What follows belongs to an exercise in optimizing a design on an open flow for small area and a short achievable clock period; a production flow would make more cautious choices. The RTL was checked by simulation tests, not by an equivalence proof against the original design. Power is estimated from default activity; no workload was simulated.

==> umber <==
// pipelined_4stage
module pipelined_4stage(clk, rst, imem_addr, imem_data, aluout);
input clk;
input rst;
output [9:0] imem_addr;			 
input [32-1:0] imem_data;	 
output [32-1:0] aluout;
reg [9:0] pc;
always @(posedge clk)
  if (rst) pc <= 10'd0;
  else pc <= pc + 10'd1;
assign imem_addr = pc;
reg [31:0] regdata [0:31];    
reg [290-1:0] ex_r;          
reg [4:0] ex_waddr;
reg ex_valid;                 
reg ex_com;                   
reg [20-1:0] wb_lo;         
reg wb_c;                     
reg [12-1:0] wb_ph, wb_gh;  
wire [12-1:0] hi_out, hi_int;
addpg12 ADDOUT (.p(wb_ph), .g(wb_gh), .ci(wb_c), .s(hi_out));
addpg12 ADDINT (.p(wb_ph), .g(wb_gh), .ci(wb_c), .s(hi_int));
wire [31:0] wb_aluout = {hi_int, wb_lo};
reg [4:0] wb_waddr;
wire [31:0] wsel = 32'd1 << wb_waddr;
wire [31:0] wload = wsel | {32{rst}};
wire [31:0] wd0 = rst ? 32'd0 : wb_aluout;
wire [31:0] wd3 = rst ? 32'd2 : wb_aluout;
wire [31:0] wd8 = rst ? 32'd5 : wb_aluout;
genvar g, h;
generate
  ...
==> module pipelined_4stage, before the edit <==
module pipelined_4stage(clk, rst, imem_addr, imem_data, aluout);
input clk;
input rst;
output [9:0] imem_addr;			 
input [32-1:0] imem_data;	 
output [32-1:0] aluout;
reg [9:0] pc;
always @(posedge clk)
  if (rst) pc <= 10'd0;
  else pc <= pc + 10'd1;
assign imem_addr = pc;
reg [31:0] regdata [0:31];    
reg [290-1:0] ex_r;          
reg [4:0] ex_waddr;
reg ex_valid;                 
reg ex_com;                   
reg [20-1:0] wb_lo;         
reg wb_c;                     
reg [12-1:0] wb_ph, wb_gh;  
wire [12-1:0] hi_out, hi_int;
addpg12 ADDOUT (.p(wb_ph), .g(wb_gh), .ci(wb_c), .s(hi_out));
addpg12 ADDINT (.p(wb_ph), .g(wb_gh), .ci(wb_c), .s(hi_int));
wire [31:0] wb_aluout = {hi_int, wb_lo};
reg [4:0] wb_waddr;
wire [31:0] wsel = 32'd1 << wb_waddr;
wire [31:0] wload = wsel | {32{rst}};
wire [31:0] wd0 = rst ? 32'd0 : wb_aluout;
wire [31:0] wd3 = rst ? 32'd2 : wb_aluout;
wire [31:0] wd8 = rst ? 32'd5 : wb_aluout;
genvar g, h;
generate
  for (g = 0; g < 32; g = g + 1) begin : RF
    wire [31:0] d = g == 8 ? wd8 : g == 3 ? wd3 : wd0;
    wire [31:0] next;
    for (h = 0; h < 32; h = h + 1) begin : B
      rf_hold H (.load(wload[g]), .hold(~wload[g]), .d(d[h]), .q(regdata[g][h]),
                 .next(next[h]));
    end
    always @(posedge clk)
      regdata[g] <= next;
  end
endgenerate
wire [5:0] opcode = imem_data[31:26];
wire [4:0] rs = imem_data[25:21];
wire [4:0] rt = imem_data[20:16];
wire [2:0] aluop = opcode[2:0];
wire alusrc = opcode == 6'b000110;
wire [4:0] waddr_id = alusrc ? rt : imem_data[15:11];
wire [31:0] sel1, sel2;
rf_dec DEC1 (.addr(rs), .keep(~wsel), .sel(sel1));
rf_dec DEC2 (.addr(rt), .keep(~wsel), .sel(sel2));
wire fwd1 = rs == wb_waddr;
wire fwd2 = rt == wb_waddr;
wire [1023:0] rflat;
generate
  for (g = 0; g < 32; g = g + 1) begin : RFLAT
    assign rflat[32*g +: 32] = regdata[g];
  end
endgenerate
wire [31:0] opa, opb;
rf_read RD1 (.sel({fwd1, sel1}), .d({wb_aluout, rflat}), .q(opa));
rf_read RD2 (.sel({fwd2, sel2}), .d({wb_aluout, rflat}), .q(opb));
wire [290-1:0] r_id;
alu_id ALUID (
  .a(opa), .b(opb), .imm(imem_data[15:0]), .alusrc(alusrc),
  .op_add(aluop == 3'd0 || aluop == 3'd6),
  .op_sub(aluop == 3'd1),
  .op_and(aluop == 3'd2),
  .op_xor(aluop == 3'd3),
  .op_com(aluop == 3'd4),
  .op_mul(aluop == 3'd5),
  .r(r_id)
);
always @(posedge clk) begin
  ex_r <= r_id;
  if (rst) begin
    ex_waddr <= 5'd0;
    ex_valid <= 1'b0;
    ex_com <= 1'b0;
  end else begin
    ex_waddr <= waddr_id;
    ex_valid <= 1'b1;
    ex_com <= aluop == 3'd4;
  end
end
wire [20-1:0] ex_lo;
wire ex_c;
wire [12-1:0] ex_ph, ex_gh;
wire ex_le;
alu_ex ALUEX (.r(ex_r), .lo(ex_lo), .clo(ex_c), .ph(ex_ph), .gh(ex_gh), .le(ex_le));
always @(posedge clk)
  if (rst || !ex_valid) begin
    wb_lo <= 0;
    wb_c <= 1'b0;
    wb_ph <= 0;
    wb_gh <= 0;
    wb_waddr <= 5'd0;
  end else if (ex_com) begin
    wb_lo <= {{(20-1){1'b0}}, ex_le};
    wb_c <= 1'b0;
    wb_ph <= 0;
    wb_gh <= 0;
    wb_waddr <= ex_waddr;
  end else begin
    wb_lo <= ex_lo;
    wb_c <= ex_c;
    wb_ph <= ex_ph;
    wb_gh <= ex_gh;
    wb_waddr <= ex_waddr;
  end
assign aluout = {hi_out, wb_lo};
endmodule
==> module rf_dec, before the edit <==
module rf_dec (
  input  [4:0]  addr,
  input  [31:0] keep,
  output [31:0] sel
);
  wire [3:0] lo = 4'd1 << addr[1:0];
  wire [7:0] hi = 8'd1 << addr[4:2];
  genvar i;
  generate
    for (i = 0; i < 32; i = i + 1) begin : S
      assign sel[i] = lo[i % 4] & hi[i / 4] & keep[i];
    end
  endgenerate
endmodule
==> module rf_read, before the edit <==
module rf_read (
  input  [32:0]   sel,
  input  [1055:0] d,
  output [31:0]   q
);
  reg [31:0] r;
  integer i;
  always @(*) begin
    r = 32'b0;
    for (i = 0; i < 33; i = i + 1)
      r = r | ({32{sel[i]}} & d[32*i +: 32]);
  end
  assign q = r;
endmodule
make LEC_CHECK=0 CAP_MARGIN=20 CORE_MARGIN=2 CORE_UTILIZATION=35 CTS_CLUSTER_DIAMETER=90 CTS_CLUSTER_SIZE=20 PLACE_DENSITY=0.45 SETUP_SLACK_MARGIN=3.6 SLEW_MARGIN=20 SYNTH_HIERARCHICAL=1 finish   # period 8.0 ns
run.sh (not shown) runs the stock make flow with config.mk's settings and CLKGATE_MAP_FILE= SYNTH_SCRIPT=/design/flow/synth_recipe.tcl, a recipe that flattens the netlist after the stock synthesis.
==> inputs of juniper, as changes to umber <==
--- a/flow/design.v
+++ b/flow/design.v
@@ -50,18 +50,21 @@
 wire alusrc = opcode == 6'b000110;
 wire [4:0] waddr_id = alusrc ? rt : imem_data[15:11];
-wire [31:0] sel1, sel2;
-rf_dec DEC1 (.addr(rs), .keep(~wsel), .sel(sel1));
-rf_dec DEC2 (.addr(rt), .keep(~wsel), .sel(sel2));
-wire fwd1 = rs == wb_waddr;
-wire fwd2 = rt == wb_waddr;
-wire [1023:0] rflat;
+wire [31:0] opa, opb;
+genvar hf;
 generate
-  for (g = 0; g < 32; g = g + 1) begin : RFLAT
-    assign rflat[32*g +: 32] = regdata[g];
+  for (hf = 0; hf < 2; hf = hf + 1) begin : RD
+    wire [31:0] sel1, sel2;
+    wire fwd1, fwd2;
+    rf_dec DEC1 (.addr(rs), .keep(~wsel), .waddr(wb_waddr), .sel(sel1), .fwd(fwd1));
+    rf_dec DEC2 (.addr(rt), .keep(~wsel), .waddr(wb_waddr), .sel(sel2), .fwd(fwd2));
+    wire [527:0] d;
+    assign d[16*32 +: 16] = wb_aluout[16*hf +: 16];
+    for (g = 0; g < 32; g = g + 1) begin : D
+      assign d[16*g +: 16] = regdata[g][16*hf +: 16];
+    end
+    rf_read16 RD1 (.sel({fwd1, sel1}), .d(d), .q(opa[16*hf +: 16]));
+    rf_read16 RD2 (.sel({fwd2, sel2}), .d(d), .q(opb[16*hf +: 16]));
   end
 endgenerate
-wire [31:0] opa, opb;
-rf_read RD1 (.sel({fwd1, sel1}), .d({wb_aluout, rflat}), .q(opa));
-rf_read RD2 (.sel({fwd2, sel2}), .d({wb_aluout, rflat}), .q(opb));
 wire [290-1:0] r_id;
 alu_id ALUID (
@@ -2145,6 +2148,9 @@
   input  [4:0]  addr,
   input  [31:0] keep,
-  output [31:0] sel
+  input  [4:0]  waddr,
+  output [31:0] sel,
+  output        fwd
 );
+  assign fwd = addr == waddr;
   wire [3:0] lo = 4'd1 << addr[1:0];
   wire [7:0] hi = 8'd1 << addr[4:2];
@@ -2156,15 +2162,15 @@
   endgenerate
 endmodule
-module rf_read (
-  input  [32:0]   sel,
-  input  [1055:0] d,
-  output [31:0]   q
+module rf_read16 (
+  input  [32:0]  sel,
+  input  [527:0] d,
+  output [15:0]  q
 );
-  reg [31:0] r;
+  reg [15:0] r;
   integer i;
   always @(*) begin
-    r = 32'b0;
+    r = 16'b0;
     for (i = 0; i < 33; i = i + 1)
-      r = r | ({32{sel[i]}} & d[32*i +: 32]);
+      r = r | ({16{sel[i]}} & d[16*i +: 16]);
   end
   assign q = r;
==> inputs of pepper, as changes to umber <==
--- a/flow/design.v
+++ b/flow/design.v
@@ -50,18 +50,21 @@
 wire alusrc = opcode == 6'b000110;
 wire [4:0] waddr_id = alusrc ? rt : imem_data[15:11];
-wire [31:0] sel1, sel2;
-rf_dec DEC1 (.addr(rs), .keep(~wsel), .sel(sel1));
-rf_dec DEC2 (.addr(rt), .keep(~wsel), .sel(sel2));
-wire fwd1 = rs == wb_waddr;
-wire fwd2 = rt == wb_waddr;
-wire [1023:0] rflat;
+wire [31:0] opa, opb;
+genvar hf;
 generate
-  for (g = 0; g < 32; g = g + 1) begin : RFLAT
-    assign rflat[32*g +: 32] = regdata[g];
+  for (hf = 0; hf < 2; hf = hf + 1) begin : RD
+    wire [31:0] sel1, sel2;
+    wire fwd1, fwd2;
+    rf_dec DEC1 (.addr(rs), .keep(~wsel), .waddr(wb_waddr), .sel(sel1), .fwd(fwd1));
+    rf_dec DEC2 (.addr(rt), .keep(~wsel), .waddr(wb_waddr), .sel(sel2), .fwd(fwd2));
+    wire [527:0] d;
+    assign d[16*32 +: 16] = wb_aluout[16*hf +: 16];
+    for (g = 0; g < 32; g = g + 1) begin : D
+      assign d[16*g +: 16] = regdata[g][16*hf +: 16];
+    end
+    rf_read16 RD1 (.sel({fwd1, sel1}), .d(d), .q(opa[16*hf +: 16]));
+    rf_read16 RD2 (.sel({fwd2, sel2}), .d(d), .q(opb[16*hf +: 16]));
   end
 endgenerate
-wire [31:0] opa, opb;
-rf_read RD1 (.sel({fwd1, sel1}), .d({wb_aluout, rflat}), .q(opa));
-rf_read RD2 (.sel({fwd2, sel2}), .d({wb_aluout, rflat}), .q(opb));
 wire [290-1:0] r_id;
 alu_id ALUID (
@@ -2145,6 +2148,9 @@
   input  [4:0]  addr,
   input  [31:0] keep,
-  output [31:0] sel
+  input  [4:0]  waddr,
+  output [31:0] sel,
+  output        fwd
 );
+  assign fwd = addr == waddr;
   wire [3:0] lo = 4'd1 << addr[1:0];
   wire [7:0] hi = 8'd1 << addr[4:2];
@@ -2156,15 +2162,15 @@
   endgenerate
 endmodule
-module rf_read (
-  input  [32:0]   sel,
-  input  [1055:0] d,
-  output [31:0]   q
+module rf_read16 (
+  input  [32:0]  sel,
+  input  [527:0] d,
+  output [15:0]  q
 );
-  reg [31:0] r;
+  reg [15:0] r;
   integer i;
   always @(*) begin
-    r = 32'b0;
+    r = 16'b0;
     for (i = 0; i < 33; i = i + 1)
-      r = r | ({32{sel[i]}} & d[32*i +: 32]);
+      r = r | ({16{sel[i]}} & d[16*i +: 16]);
   end
   assign q = r;
SETUP_SLACK_MARGIN = 3.8   (was 3.6)
==> run summary <==
Global-route total usage across every layer: umber 37.7%; pepper 34.6%; juniper 34.0%
Multi-input gate count: umber 4194; pepper 4300; juniper 4286
Data required time at the worst endpoint: umber 8.62 ns; pepper 8.65 ns; juniper 8.63 ns
Final hold slack: umber 0.445 ns; pepper 0.447 ns; juniper 0.440 ns
Layout area overhead: umber 14.8%; pepper 17.8%; juniper 12.2%
Sequential group share of total power: umber 51.4%; pepper 51.2%; juniper 52.0%
Wire length on met1: umber 143 mm; pepper 148 mm; juniper 146 mm
Number of nets in the finished design: umber 6687; pepper 7005; juniper 6761
Worst setup timing slack at the placement stage: umber 1.23 ns; pepper 1.20 ns; juniper 0.975 ns
Avg WL per Cell: umber 43.1 um; pepper 39.7 um; juniper 40.0 um
Critical hold path startpoint: umber ex_waddr[0]$_SDFF_PP0_; pepper ex_waddr[3]$_SDFF_PP0_; juniper ex_waddr[3]$_SDFF_PP0_
# Post-CTS Setup Buffers: umber 110; pepper 123; juniper 16
Global-route met1 utilization: umber 46.6%; pepper 45.3%; juniper 44.8%
Clock network fraction of total power: umber 36.5%; pepper 36.6%; juniper 36.4%
Largest fanout on the critical path: umber 16; pepper 5; juniper 5
Result of the run: umber finished clean; pepper finished clean; juniper finished clean
Worst EP arrival: umber 5.10 ns; pepper 5.13 ns; juniper 5.16 ns
Rows: umber 160; pepper 163; juniper 163
Proportion of cell area occupied by registers: umber 36.0%; pepper 33.9%; juniper 35.5%
Total Power: umber 14.2 mW; pepper 14.2 mW; juniper 14.0 mW
Relative area of non-clock buffer cells in the final design: umber 6.49%; pepper 9.05%; juniper 6.27%
Worst R2R Setup Slack: umber 3.59 ns; pepper 3.63 ns; juniper 3.51 ns

what the ideal ports hide:
In the flow no input, the clock included, has a driving cell. The finished layouts below were timed again as built, in two steps.
Step 1: set_driving_cell puts a clkbuf_16 on clk and a buf_2 on each other input, an assumption about the parent block.
Step 2 moves the port delays by t, midway between the first and last clock arrival at a register: inputs arrive t later, outputs are due t later. That takes back most of the time a late clock gives input paths.
Three values: ideal ports, drivers, drivers and shift; two values: the first two.
| run | t (ns) | slack for setup (ns) | latest minus earliest clock arrival (ns) | worst register clock-pin slew, ns |
|---|---|---|---|---|
| umber | 0.845 | 3.517 / 3.459 / 2.615 | 0.059 / 0.059 | 0.10 / 0.10 |
| juniper | 0.840 | 3.474 / 3.321 / 2.481 | 0.055 / 0.056 | 0.10 / 0.10 |
| pepper | 0.828 | 3.520 / 3.364 / 2.536 | 0.053 / 0.054 | 0.10 / 0.10 |
After both steps setup and hold are still met in every run listed. For juniper, which loses most, drivers alone change the setup slack by -0.153 ns; drivers and shift together by -0.993 ns.
